This is an optimization exercise on Yosys and OpenROAD, whose aim is a short achievable clock period and few clock cycles, not a production implementation.
Where RTL was checked, it was by simulation tests only, not by an equivalence proof against the original.
Power is estimated from default activity; no workload was simulated.

==> module toplevel, before the edit <==
module toplevel(
    input  wire clk,
    input  wire rst,
    output wire [7:0] imem_addr,
    input  wire [7:0] imem_data,
    output wire [7:0] dmem_addr,
    output wire [7:0] dmem_wdata,
    output wire       dmem_we,
    input  wire [7:0] dmem_rdata
);
    reg [7:0] fpc;
    reg [7:0] r0, r1, r2, r3, r4, r5, r6, r7;
    reg [7:0] op_a, op_b;               
    reg [7:0] st_data, st_addr;         
    reg       e_arith, e_sub, e_and, e_or, e_xor, e_load, e_store;
    reg [7:0] e_we;                     
    reg [7:0] w_res;
    reg [7:0] w_we;                     
    wire [7:0] sum   = op_a + op_b;
    wire [7:0] diff  = op_a - op_b;
    wire [7:0] other = ({8{e_and}}  & (op_a & op_b))
                     | ({8{e_or}}   & (op_a | op_b))
                     | ({8{e_xor}}  & (op_a ^ op_b))
                     | ({8{e_load}} & dmem_rdata);
    wire [7:0] res   = ({8{e_arith & ~e_sub}} & sum) | ({8{e_sub}} & diff) | other;
    assign dmem_addr  = st_addr;
    assign dmem_wdata = st_data;
    assign dmem_we    = e_store;
    wire [7:0] q0 = w_we[0] ? w_res : r0;
    wire [7:0] q1 = w_we[1] ? w_res : r1;
    wire [7:0] q2 = w_we[2] ? w_res : r2;
    wire [7:0] q3 = w_we[3] ? w_res : r3;
    wire [7:0] q4 = w_we[4] ? w_res : r4;
    wire [7:0] q5 = w_we[5] ? w_res : r5;
    wire [7:0] q6 = w_we[6] ? w_res : r6;
    wire [7:0] q7 = w_we[7] ? w_res : r7;
    always @(posedge clk or posedge rst) begin
        if (rst) begin
            r0 <= 8'd0; r1 <= 8'd0; r2 <= 8'd0; r3 <= 8'd0;
            r4 <= 8'd0; r5 <= 8'd0; r6 <= 8'd0; r7 <= 8'd0;
        end else begin
            r0 <= q0; r1 <= q1; r2 <= q2; r3 <= q3;
            r4 <= q4; r5 <= q5; r6 <= q6; r7 <= q7;
        end
    end
    wire [7:0] ins = imem_data;
    wire [2:0] f_op = ins[7:5];
    wire [2:0] f_rd = ins[4:2];
    wire [1:0] f_rs = ins[1:0];
    reg [7:0] rd_val, rs_val;
    reg       hit_a, hit_b;
    always @(*) begin
        case (f_rd)
            3'd0: rd_val = q0;
            3'd1: rd_val = q1;
            3'd2: rd_val = q2;
            3'd3: rd_val = q3;
            3'd4: rd_val = q4;
            3'd5: rd_val = q5;
            3'd6: rd_val = q6;
            default: rd_val = q7;
        endcase
        case (f_rs)
            2'd0: rs_val = q0;
            2'd1: rs_val = q1;
            2'd2: rs_val = q2;
            default: rs_val = q3;
        endcase
        hit_a = e_we[f_rd];
        hit_b = e_we[{1'b0, f_rs}];
    end
    wire f_jmp   = (f_op == 3'b111);
    wire f_store = (f_op == 3'b110);
    wire f_sub   = (f_op == 3'b001);
    wire f_wr    = ~f_jmp & ~f_store;
    wire f_mem   = (f_op == 3'b101) | f_store;
    wire [7:0] a_next = hit_a ? res : rd_val;
    wire [7:0] b_next = hit_b ? res : rs_val;
    always @(posedge clk or posedge rst) begin
        if (rst) begin
            fpc <= 8'd0;
        end else if (f_jmp) begin
            if (!hit_b) fpc <= rs_val;
        end else begin
            fpc <= fpc + 8'd1;
        end
    end
    assign imem_addr = fpc;
    always @(posedge clk) begin
        op_a    <= a_next;
        op_b    <= b_next;
        st_data <= f_store ? a_next : 8'd0;
        st_addr <= f_mem ? b_next : 8'd0;
        w_res   <= res;
    end
    always @(posedge clk or posedge rst) begin
        if (rst) begin
            e_arith <= 1'b0; e_sub <= 1'b0; e_and <= 1'b0; e_or <= 1'b0;
            e_xor <= 1'b0; e_load <= 1'b0; e_store <= 1'b0;
            e_we <= 8'd0; w_we <= 8'd0;
        end else begin
            e_arith <= (f_op == 3'b000) | f_sub;
            e_sub   <= f_sub;
            e_and   <= (f_op == 3'b010);
            e_or    <= (f_op == 3'b011);
            e_xor   <= (f_op == 3'b100);
            e_load  <= (f_op == 3'b101);
            e_store <= f_store;
            e_we    <= f_wr ? (8'd1 << f_rd) : 8'd0;
            w_we    <= e_we;
        end
    end
endmodule
export LEC_CHECK = 0
export CAP_MARGIN = 20
export CORE_MARGIN = 2
export CORE_UTILIZATION = 40
export SETUP_SLACK_MARGIN = 3.5
export SLEW_MARGIN = 20
create_clock -name core_clock -period 5.0 [get_ports {clk}]
standard.sh (not shown) runs the stock make flow with config.mk's settings and CLKGATE_MAP_FILE= SYNTH_SCRIPT=/design/flow/synth_recipe.tcl, a recipe that flattens the netlist after the stock synthesis.
==> flow/flow/run.sh <==
#!/bin/bash
# Standard ORFS layout with two changes: the port buffers are inserted as buf_4
# cells instead of the resizer's default choice (a slow delay buffer), and
# synthesis leaves adders to ABC instead of mapping them to full-adder cells.
set -euo pipefail
bash standard.sh "ADDER_MAP_FILE=" "BUFFER_PORTS_ARGS=-buffer_cell sky130_fd_sc_hd__buf_4" finish > standard.log 2>&1
Then changed:
--- a/flow/design.v
+++ b/flow/design.v
@@ -74,5 +74,4 @@
     wire f_sub   = (f_op == 3'b001);
     wire f_wr    = ~f_jmp & ~f_store;
-    wire f_mem   = (f_op == 3'b101) | f_store;
     wire [7:0] a_next = hit_a ? res : rd_val;
     wire [7:0] b_next = hit_b ? res : rs_val;
@@ -90,6 +89,6 @@
         op_a    <= a_next;
         op_b    <= b_next;
-        st_data <= f_store ? a_next : 8'd0;
-        st_addr <= f_mem ? b_next : 8'd0;
+        st_data <= a_next;
+        st_addr <= b_next;
         w_res   <= res;
     end
Final cell count shrinks by 10%.
Synthesized cell count is lower by 9.1%.
Flip-flop and latch count goes down by 16.
Final area drops by 9.1%.
Worst hold slack got worse by 0.017 ns.
Total power fell by 2.5%.
Synthesized area goes down by 9.8%.
Count of clock-buffer cells in the layout falls by 1.
Utilization hardly moves.
Routed wire length drops by 15%.
Fmax came out higher by 13%.
Combinational power falls by about 2%.
Via count drops by 10%.
Die area went down by 9.5%.
Testbench counts after the change, summed over its fixed seeds: cycles 49,571.
Function not checked in the first run of this note: the RTL went through the layout flow alone.

[what the ideal ports hide]
No port has a modelled driver above. Below, the same layouts with a new extraction and two added sets of constraints. Step 1 (the two cells are an assumption about what drives the block):
set clk [get_ports {clk}]
set_driving_cell -lib_cell sky130_fd_sc_hd__clkbuf_16 $clk
set_driving_cell -lib_cell sky130_fd_sc_hd__buf_2 [delete_from_list [all_inputs] $clk]
Step 2 times the ports against the registers' clock, not the clock port: input delays grow and output delays shrink by t, the midpoint of the rising clock arrivals with the driver on. Three values: ideal ports, drivers, drivers and shift; two values: the first two.
run	t (ns)	slack for setup (ns)	hold slack, ns	worst setup path after step 2	clock arrival spread, ns
the first run	0.462	2.720 / 2.669 / 2.208	0.386 / 0.386 / 0.386	input to register	0.011 / 0.011
the second run	0.448	2.977 / 2.891 / 2.443	0.369 / 0.369 / 0.369	input to register	0.006 / 0.006
After both steps setup and hold are still met in every run listed. The setup slack of the second run, which loses most, moves by -0.086 ns with the drivers and by -0.534 ns with both steps.
